This design comes from an exercise in tuning for small area and a short achievable clock period on the open sky130 flow, not from production work.
Only simulation tests tie the RTL to the original design; equivalence was not proved.

==> job 1982 <==
Design Fetch, start of the top module:
module Fetch (
	input										clk_i,
	input										rst_ni,
	input		[ICACHE_LINE_SIZE-1:0]	if_instblock_i,
	input										hit_i,
	input										redirect_i,
	input		[ADDR_SIZE-1:0]	redirect_pc_i,
	output		 [ADDR_SIZE-1:0]	pc_next_o,
	output			  [ISA_SIZE-1:0]	if_inst_o
);
==> module Fetch, before the edit <==
module Fetch (
	input										clk_i,
	input										rst_ni,
	input		[ICACHE_LINE_SIZE-1:0]	if_instblock_i,
	input										hit_i,
	input										redirect_i,
	input		[ADDR_SIZE-1:0]	redirect_pc_i,
	output		 [ADDR_SIZE-1:0]	pc_next_o,
	output			  [ISA_SIZE-1:0]	if_inst_o
);
	wire							iq_full_w;
	wire							iq_empty_w;
	reg		[ADDR_SIZE-1:2]	pc_q;
	wire	[ADDR_SIZE-1:2]	carry;
	genvar gi;
	assign carry[2] = ~iq_full_w;
	generate for (gi=3; gi<ADDR_SIZE; gi=gi+1) begin : g_c
		assign carry[gi] = ~iq_full_w & (&pc_q[gi-1:2]);
	end endgenerate
	always @(posedge clk_i)
	begin
		if (!rst_ni)
			pc_q <= RESET_ADDRESS[ADDR_SIZE-1:2];
		else if (redirect_i)
			pc_q <= redirect_pc_i[ADDR_SIZE-1:2];
		else
			pc_q <= pc_q ^ carry;
	end
	assign	pc_next_o = {pc_q, 2'b00};
	iqueue IQ_Fetch(
		.clk_i		(clk_i),
		.rst_ni		(rst_ni),
		.flush_i		(redirect_i),
		.wr_i			(hit_i),
		.data_i		(if_instblock_i),
		.rd_i			(1'b1),
		.data_o		(if_inst_o),
		.full_o		(iq_full_w),
		.empty_o		(iq_empty_w)
	);
endmodule
==> module iqueue, before the edit <==
module iqueue(
	input												clk_i,
	input												rst_ni,
	input												flush_i,
	input												wr_i,
	input				[ICACHE_LINE_SIZE-1:0]	data_i,
	input												rd_i,
	output reg		[ISA_SIZE-1:0]				data_o,
	output wire										full_o,
	output wire										empty_o
);
	reg				[1:0]						addr_rd;
	reg											addr_wr;	 
	reg				[ISA_SIZE-1:0]				mem0, mem1, mem2, mem3;
	reg				[3:0]						valid;
	wire			wen	= wr_i & ~full_o;
	wire			ren	= rd_i & ~flush_i & ~wen & ~empty_o;
	wire	[3:0]	sel	= {4{ren}} & (4'b0001 << addr_rd);
	always @(posedge clk_i)
	begin
		if (wen & ~addr_wr)
		begin
			mem0 <= data_i[ISA_SIZE-1:0];
			mem1 <= data_i[XLEN-1:ISA_SIZE];
		end
		if (wen & addr_wr)
		begin
			mem2 <= data_i[ISA_SIZE-1:0];
			mem3 <= data_i[XLEN-1:ISA_SIZE];
		end
		data_o <= ({ISA_SIZE{sel[0]}} & mem0) | ({ISA_SIZE{sel[1]}} & mem1) |
		          ({ISA_SIZE{sel[2]}} & mem2) | ({ISA_SIZE{sel[3]}} & mem3) |
		          ({ISA_SIZE{~ren}} & data_o);
	end
	always @(posedge clk_i)
	begin
		if (!rst_ni || flush_i)
		begin
			valid		<=	4'b0000;
			addr_rd	<=	2'b00;
			addr_wr	<=	1'b0;
		end
		else if (wen)
		begin
			if (addr_wr)	valid[3:2] <= 2'b11;
			else				valid[1:0] <= 2'b11;
			addr_wr		<=	~addr_wr;
		end
		else if (!empty_o)
		begin
			valid[addr_rd]	<=	1'b0;
			addr_rd 			<=	addr_rd + 1'b1;
		end
	end
	assign	empty_o = ~(|valid);
	assign	full_o	= &valid;
endmodule
export LEC_CHECK = 0
export CAP_MARGIN = 20
export CORE_MARGIN = 2
export CORE_UTILIZATION = 40
export PLACE_DENSITY = 0.6
export SLEW_MARGIN = 20
create_clock -name core_clock -period 2.8 [get_ports {clk_i}]
run.sh (not shown) runs the stock make flow with config.mk's settings and CLKGATE_MAP_FILE= SYNTH_SCRIPT=/design/flow/synth_recipe.tcl, a recipe that flattens the netlist after the stock synthesis.
==> job 8071: changes against job 1982 <==
--- a/flow/design.v
+++ b/flow/design.v
@@ -87,23 +87,52 @@
 );
 	wire							iq_full_w;
 	wire							iq_empty_w;
-	reg		[ADDR_SIZE-1:2]	pc_q;
-	wire	[ADDR_SIZE-1:2]	carry;
-	genvar gi;
-	assign carry[2] = ~iq_full_w;
-	generate for (gi=3; gi<ADDR_SIZE; gi=gi+1) begin : g_c
-		assign carry[gi] = ~iq_full_w & (&pc_q[gi-1:2]);
-	end endgenerate
+	localparam	NB = ADDR_SIZE-2;			 
+	localparam	CW = 8;						 
+	localparam	NC = (NB+CW-1)/CW;			 
+	reg		[NB-1:0]		p;
+	reg		[NC-2:0]		ones;
+	wire					en = ~iq_full_w;
+	wire	[NC-1:0]		cin;				 
+	wire	[NB-1:0]		carry;				 
+	wire	[NC-2:0]		ones_inc;			 
+	wire	[NC-2:0]		ones_redir;			 
+	genvar k, m;
+	generate
+		for (k=0; k<NC; k=k+1) begin : g_chunk
+			localparam LO = k*CW;
+			localparam W  = (NB-LO < CW) ? NB-LO : CW;
+			if (k == 0)	assign cin[k] = en;
+			else			assign cin[k] = en & (&ones[k-1:0]);
+			for (m=0; m<W; m=m+1) begin : g_bit
+				if (m == 0)	assign carry[LO+m] = cin[k];
+				else			assign carry[LO+m] = cin[k] & (&p[LO+m-1:LO]);
+			end
+			if (k < NC-1) begin : g_flag
+				assign ones_inc[k]   = cin[k] ? ((&p[LO+W-1:LO+1]) & ~p[LO]) : ones[k];
+				assign ones_redir[k] = &redirect_pc_i[LO+W+1:LO+2];
+			end
+		end
+	endgenerate
 	always @(posedge clk_i)
 	begin
 		if (!rst_ni)
-			pc_q <= RESET_ADDRESS[ADDR_SIZE-1:2];
+		begin
+			p		<= RESET_ADDRESS[ADDR_SIZE-1:2];
+			ones	<= {(NC-1){1'b0}};
+		end
 		else if (redirect_i)
-			pc_q <= redirect_pc_i[ADDR_SIZE-1:2];
+		begin
+			p		<= redirect_pc_i[ADDR_SIZE-1:2];
+			ones	<= ones_redir;
+		end
 		else
-			pc_q <= pc_q ^ carry;
+		begin
+			p		<= p ^ carry;
+			ones	<= ones_inc;
+		end
 	end
-	assign	pc_next_o = {pc_q, 2'b00};
+	assign	pc_next_o = {p, 2'b00};
 	iqueue IQ_Fetch(
 		.clk_i		(clk_i),
 		.rst_ni		(rst_ni),
==> flow/flow/run.sh (new file) <==
#!/bin/bash
# Standard ORFS layout (the standard.sh) with two changes:
#  - plain buf_1 cells as the port buffers (ORFS picks clkdlybuf4s50_1 by default),
#  - CTS with larger sink clusters and no dummy loads.
# Each ORFS step writes its own log under orfs/logs/; make's output goes to standard.log.
set -euo pipefail
export BUFFER_PORTS_ARGS="-buffer_cell sky130_fd_sc_hd__buf_1"
export CTS_ARGS="-sink_clustering_enable -repair_clock_nets -dont_use_dummy_load -sink_clustering_size 25 -sink_clustering_max_diameter 80 -buf_list sky130_fd_sc_hd__clkbuf_16"
bash standard.sh > standard.log 2>&1
==> flow/standard.sh (new file) <==
#!/bin/bash
# synth_recipe.tcl (not shown) runs the flow's synth.tcl, then flattens the netlist and writes it again
# the make line also repeats each setting of config.mk as NAME=value (left out here)
make -C /OpenROAD-flow-scripts/flow DESIGN_CONFIG=/design/flow/config.mk WORK_HOME=/design/flow/orfs CLKGATE_MAP_FILE= SYNTH_SCRIPT=/design/flow/synth_recipe.tcl "${@:-finish}"
--- a/flow/config.mk
+++ b/flow/config.mk
@@ -7,6 +7,7 @@
 export LEC_CHECK = 0
 export CAP_MARGIN = 20
 export CORE_MARGIN = 2
-export CORE_UTILIZATION = 40
-export PLACE_DENSITY = 0.6
+export CORE_UTILIZATION = 60
+export PLACE_DENSITY = 0.7
+export SETUP_SLACK_MARGIN = 1.2
 export SLEW_MARGIN = 20
removed: flow/run.sh
==> job 9593: changes against job 1982 <==
--- a/flow/design.v
+++ b/flow/design.v
@@ -28,13 +28,20 @@
 	output wire										full_o,
 	output wire										empty_o
 );
-	reg				[1:0]						addr_rd;
+	reg				[3:0]						rsel;		 
 	reg											addr_wr;	 
 	reg				[ISA_SIZE-1:0]				mem0, mem1, mem2, mem3;
 	reg				[3:0]						valid;
-	wire			wen	= wr_i & ~full_o;
-	wire			ren	= rd_i & ~flush_i & ~wen & ~empty_o;
-	wire	[3:0]	sel	= {4{ren}} & (4'b0001 << addr_rd);
+	reg											full_q;		 
+	reg											empty_q;	 
+	wire			wen	= wr_i & ~full_q;
+	wire			ren	= rd_i & ~flush_i & ~wen & ~empty_q;
+	wire	[ISA_SIZE-1:0]	data_d;
+	iq_sel5 u_sel (
+		.s0 (ren & rsel[0]), .s1 (ren & rsel[1]), .s2 (ren & rsel[2]), .s3 (ren & rsel[3]), .s4 (~ren),
+		.d0 (mem0), .d1 (mem1), .d2 (mem2), .d3 (mem3), .d4 (data_o),
+		.y  (data_d)
+	);
 	always @(posedge clk_i)
 	begin
 		if (wen & ~addr_wr)
@@ -47,32 +54,46 @@
 			mem2 <= data_i[ISA_SIZE-1:0];
 			mem3 <= data_i[XLEN-1:ISA_SIZE];
 		end
-		data_o <= ({ISA_SIZE{sel[0]}} & mem0) | ({ISA_SIZE{sel[1]}} & mem1) |
-		          ({ISA_SIZE{sel[2]}} & mem2) | ({ISA_SIZE{sel[3]}} & mem3) |
-		          ({ISA_SIZE{~ren}} & data_o);
+		data_o <= data_d;
 	end
+	wire			other_full	= addr_wr ? (&valid[1:0]) : (&valid[3:2]);
+	wire			one_left		= ~|(valid & ~rsel);
 	always @(posedge clk_i)
 	begin
 		if (!rst_ni || flush_i)
 		begin
 			valid		<=	4'b0000;
-			addr_rd	<=	2'b00;
+			rsel		<=	4'b0001;
 			addr_wr	<=	1'b0;
+			full_q	<=	1'b0;
+			empty_q	<=	1'b1;
 		end
 		else if (wen)
 		begin
 			if (addr_wr)	valid[3:2] <= 2'b11;
 			else				valid[1:0] <= 2'b11;
 			addr_wr		<=	~addr_wr;
+			full_q		<=	other_full;
+			empty_q		<=	1'b0;
 		end
-		else if (!empty_o)
+		else if (!empty_q)
 		begin
-			valid[addr_rd]	<=	1'b0;
-			addr_rd 			<=	addr_rd + 1'b1;
+			valid				<=	valid & ~rsel;
+			rsel				<=	{rsel[2:0], rsel[3]};
+			full_q			<=	1'b0;
+			empty_q			<=	one_left;
 		end
 	end
-	assign	empty_o = ~(|valid);
-	assign	full_o	= &valid;
+	assign	empty_o = empty_q;
+	assign	full_o	= full_q;
+endmodule
+module iq_sel5 (
+	input								s0, s1, s2, s3, s4,
+	input		[ISA_SIZE-1:0]		d0, d1, d2, d3, d4,
+	output	[ISA_SIZE-1:0]		y
+);
+	assign y = ({ISA_SIZE{s0}} & d0) | ({ISA_SIZE{s1}} & d1) | ({ISA_SIZE{s2}} & d2) |
+	           ({ISA_SIZE{s3}} & d3) | ({ISA_SIZE{s4}} & d4);
 endmodule
 import	lagarto0_pkg::*;
 module Fetch (
@@ -87,23 +108,52 @@
 );
 	wire							iq_full_w;
 	wire							iq_empty_w;
-	reg		[ADDR_SIZE-1:2]	pc_q;
-	wire	[ADDR_SIZE-1:2]	carry;
-	genvar gi;
-	assign carry[2] = ~iq_full_w;
-	generate for (gi=3; gi<ADDR_SIZE; gi=gi+1) begin : g_c
-		assign carry[gi] = ~iq_full_w & (&pc_q[gi-1:2]);
-	end endgenerate
+	localparam	NB = ADDR_SIZE-2;			 
+	localparam	CW = 8;						 
+	localparam	NC = (NB+CW-1)/CW;			 
+	reg		[NB-1:0]		p;
+	reg		[NC-2:0]		ones;
+	wire					en = ~iq_full_w;
+	wire	[NC-1:0]		cin;				 
+	wire	[NB-1:0]		carry;				 
+	wire	[NC-2:0]		ones_inc;			 
+	wire	[NC-2:0]		ones_redir;			 
+	genvar k, m;
+	generate
+		for (k=0; k<NC; k=k+1) begin : g_chunk
+			localparam LO = k*CW;
+			localparam W  = (NB-LO < CW) ? NB-LO : CW;
+			if (k == 0)	assign cin[k] = en;
+			else			assign cin[k] = en & (&ones[k-1:0]);
+			for (m=0; m<W; m=m+1) begin : g_bit
+				if (m == 0)	assign carry[LO+m] = cin[k];
+				else			assign carry[LO+m] = cin[k] & (&p[LO+m-1:LO]);
+			end
+			if (k < NC-1) begin : g_flag
+				assign ones_inc[k]   = cin[k] ? ((&p[LO+W-1:LO+1]) & ~p[LO]) : ones[k];
+				assign ones_redir[k] = &redirect_pc_i[LO+W+1:LO+2];
+			end
+		end
+	endgenerate
 	always @(posedge clk_i)
 	begin
 		if (!rst_ni)
-			pc_q <= RESET_ADDRESS[ADDR_SIZE-1:2];
+		begin
+			p		<= RESET_ADDRESS[ADDR_SIZE-1:2];
+			ones	<= {(NC-1){1'b0}};
+		end
 		else if (redirect_i)
-			pc_q <= redirect_pc_i[ADDR_SIZE-1:2];
+		begin
+			p		<= redirect_pc_i[ADDR_SIZE-1:2];
+			ones	<= ones_redir;
+		end
 		else
-			pc_q <= pc_q ^ carry;
+		begin
+			p		<= p ^ carry;
+			ones	<= ones_inc;
+		end
 	end
-	assign	pc_next_o = {pc_q, 2'b00};
+	assign	pc_next_o = {p, 2'b00};
 	iqueue IQ_Fetch(
 		.clk_i		(clk_i),
 		.rst_ni		(rst_ni),
==> flow/flow/run.sh (new file) <==
#!/bin/bash
# Standard ORFS layout (the standard.sh) with two changes:
#  - plain buf_1 cells as the port buffers (ORFS picks clkdlybuf4s50_1 by default),
#  - CTS with larger sink clusters and no dummy loads.
# Each ORFS step writes its own log under orfs/logs/; make's output goes to standard.log.
set -euo pipefail
export BUFFER_PORTS_ARGS="-buffer_cell sky130_fd_sc_hd__buf_1"
export CTS_ARGS="-sink_clustering_enable -repair_clock_nets -dont_use_dummy_load -sink_clustering_size 25 -sink_clustering_max_diameter 80 -buf_list sky130_fd_sc_hd__clkbuf_16"
bash standard.sh > standard.log 2>&1
==> flow/standard.sh (new file) <==
#!/bin/bash
# synth_recipe.tcl (not shown) runs the flow's synth.tcl, then flattens the netlist and writes it again
# the make line also repeats each setting of config.mk as NAME=value (left out here)
make -C /OpenROAD-flow-scripts/flow DESIGN_CONFIG=/design/flow/config.mk WORK_HOME=/design/flow/orfs CLKGATE_MAP_FILE= SYNTH_SCRIPT=/design/flow/synth_recipe.tcl "${@:-finish}"
--- a/flow/config.mk
+++ b/flow/config.mk
@@ -7,6 +7,7 @@
 export LEC_CHECK = 0
 export CAP_MARGIN = 20
 export CORE_MARGIN = 2
-export CORE_UTILIZATION = 40
-export PLACE_DENSITY = 0.6
+export CORE_UTILIZATION = 60
+export PLACE_DENSITY = 0.7
+export SETUP_SLACK_MARGIN = 1.2
 export SLEW_MARGIN = 20
removed: flow/run.sh
==> summary.txt <==
Final layout
  • Reg area: 0.00620 mm2
  • Most common cell after layout, fill and taps aside: buf_1

Synthesis
  • Unique cell type count in the Yosys netlist: 49

Outcome
  • Run status: no timing/DRC/antenna violations

Worst setup path
  • Data arrival time of the worst path: 1.02 ns

CTS
  • CTS buffer count: 13

Timing
  • Crit path time final: 1.58 ns
# the run above: job 9593

==> summary.txt <==
Timing
  • Crit path time final: 2.50 ns

CTS
  • CTS buffer count: 26

Outcome
  • Run status: no timing/DRC/antenna violations

Final layout
  • Reg area: 0.00587 mm2

Worst setup path
  • Data arrival time of the worst path: 2.96 ns
# the run above: job 1982

==> summary.txt <==
Final layout
  • Most common cell after layout, fill and taps aside: buf_1
  • Reg area: 0.00614 mm2

Outcome
  • Run status: no timing/DRC/antenna violations

Timing
  • Crit path time final: 1.73 ns
# the run above: job 8071

==> afterwards: timing with drivers on the ports <==
Ports are ideal in the flow. The routed layouts listed here were re-timed in OpenROAD. Step 1: set_driving_cell puts a clkbuf_16 on clk_i and a buf_2 on each other input, an assumption about the parent block. Step 2 times the ports against the registers' clock, not the clock port: input delays grow and output delays shrink by t, the midpoint of the rising clock arrivals with the driver on. a / b / c = no drivers / after step 1 / after step 2; a / b = the first two.
| run | t (ns) | setup WS [ns] | worst setup path at the end | cell pins on the clock port's net |
|---|---|---|---|---|
| job 1982 | 0.577 | 0.301 / 0.301 / 0.301 | register to register | 1 |
| job 8071 | 0.501 | 1.069 / 1.069 / 0.615 | input to register | 1 |
| job 9593 | 0.498 | 1.218 / 1.173 / 0.868 | input to register | 1 |
After both steps setup and hold are still met in every run listed. For job 8071, which loses most, drivers alone change the setup slack by 0.000 ns; drivers and shift together by -0.454 ns.
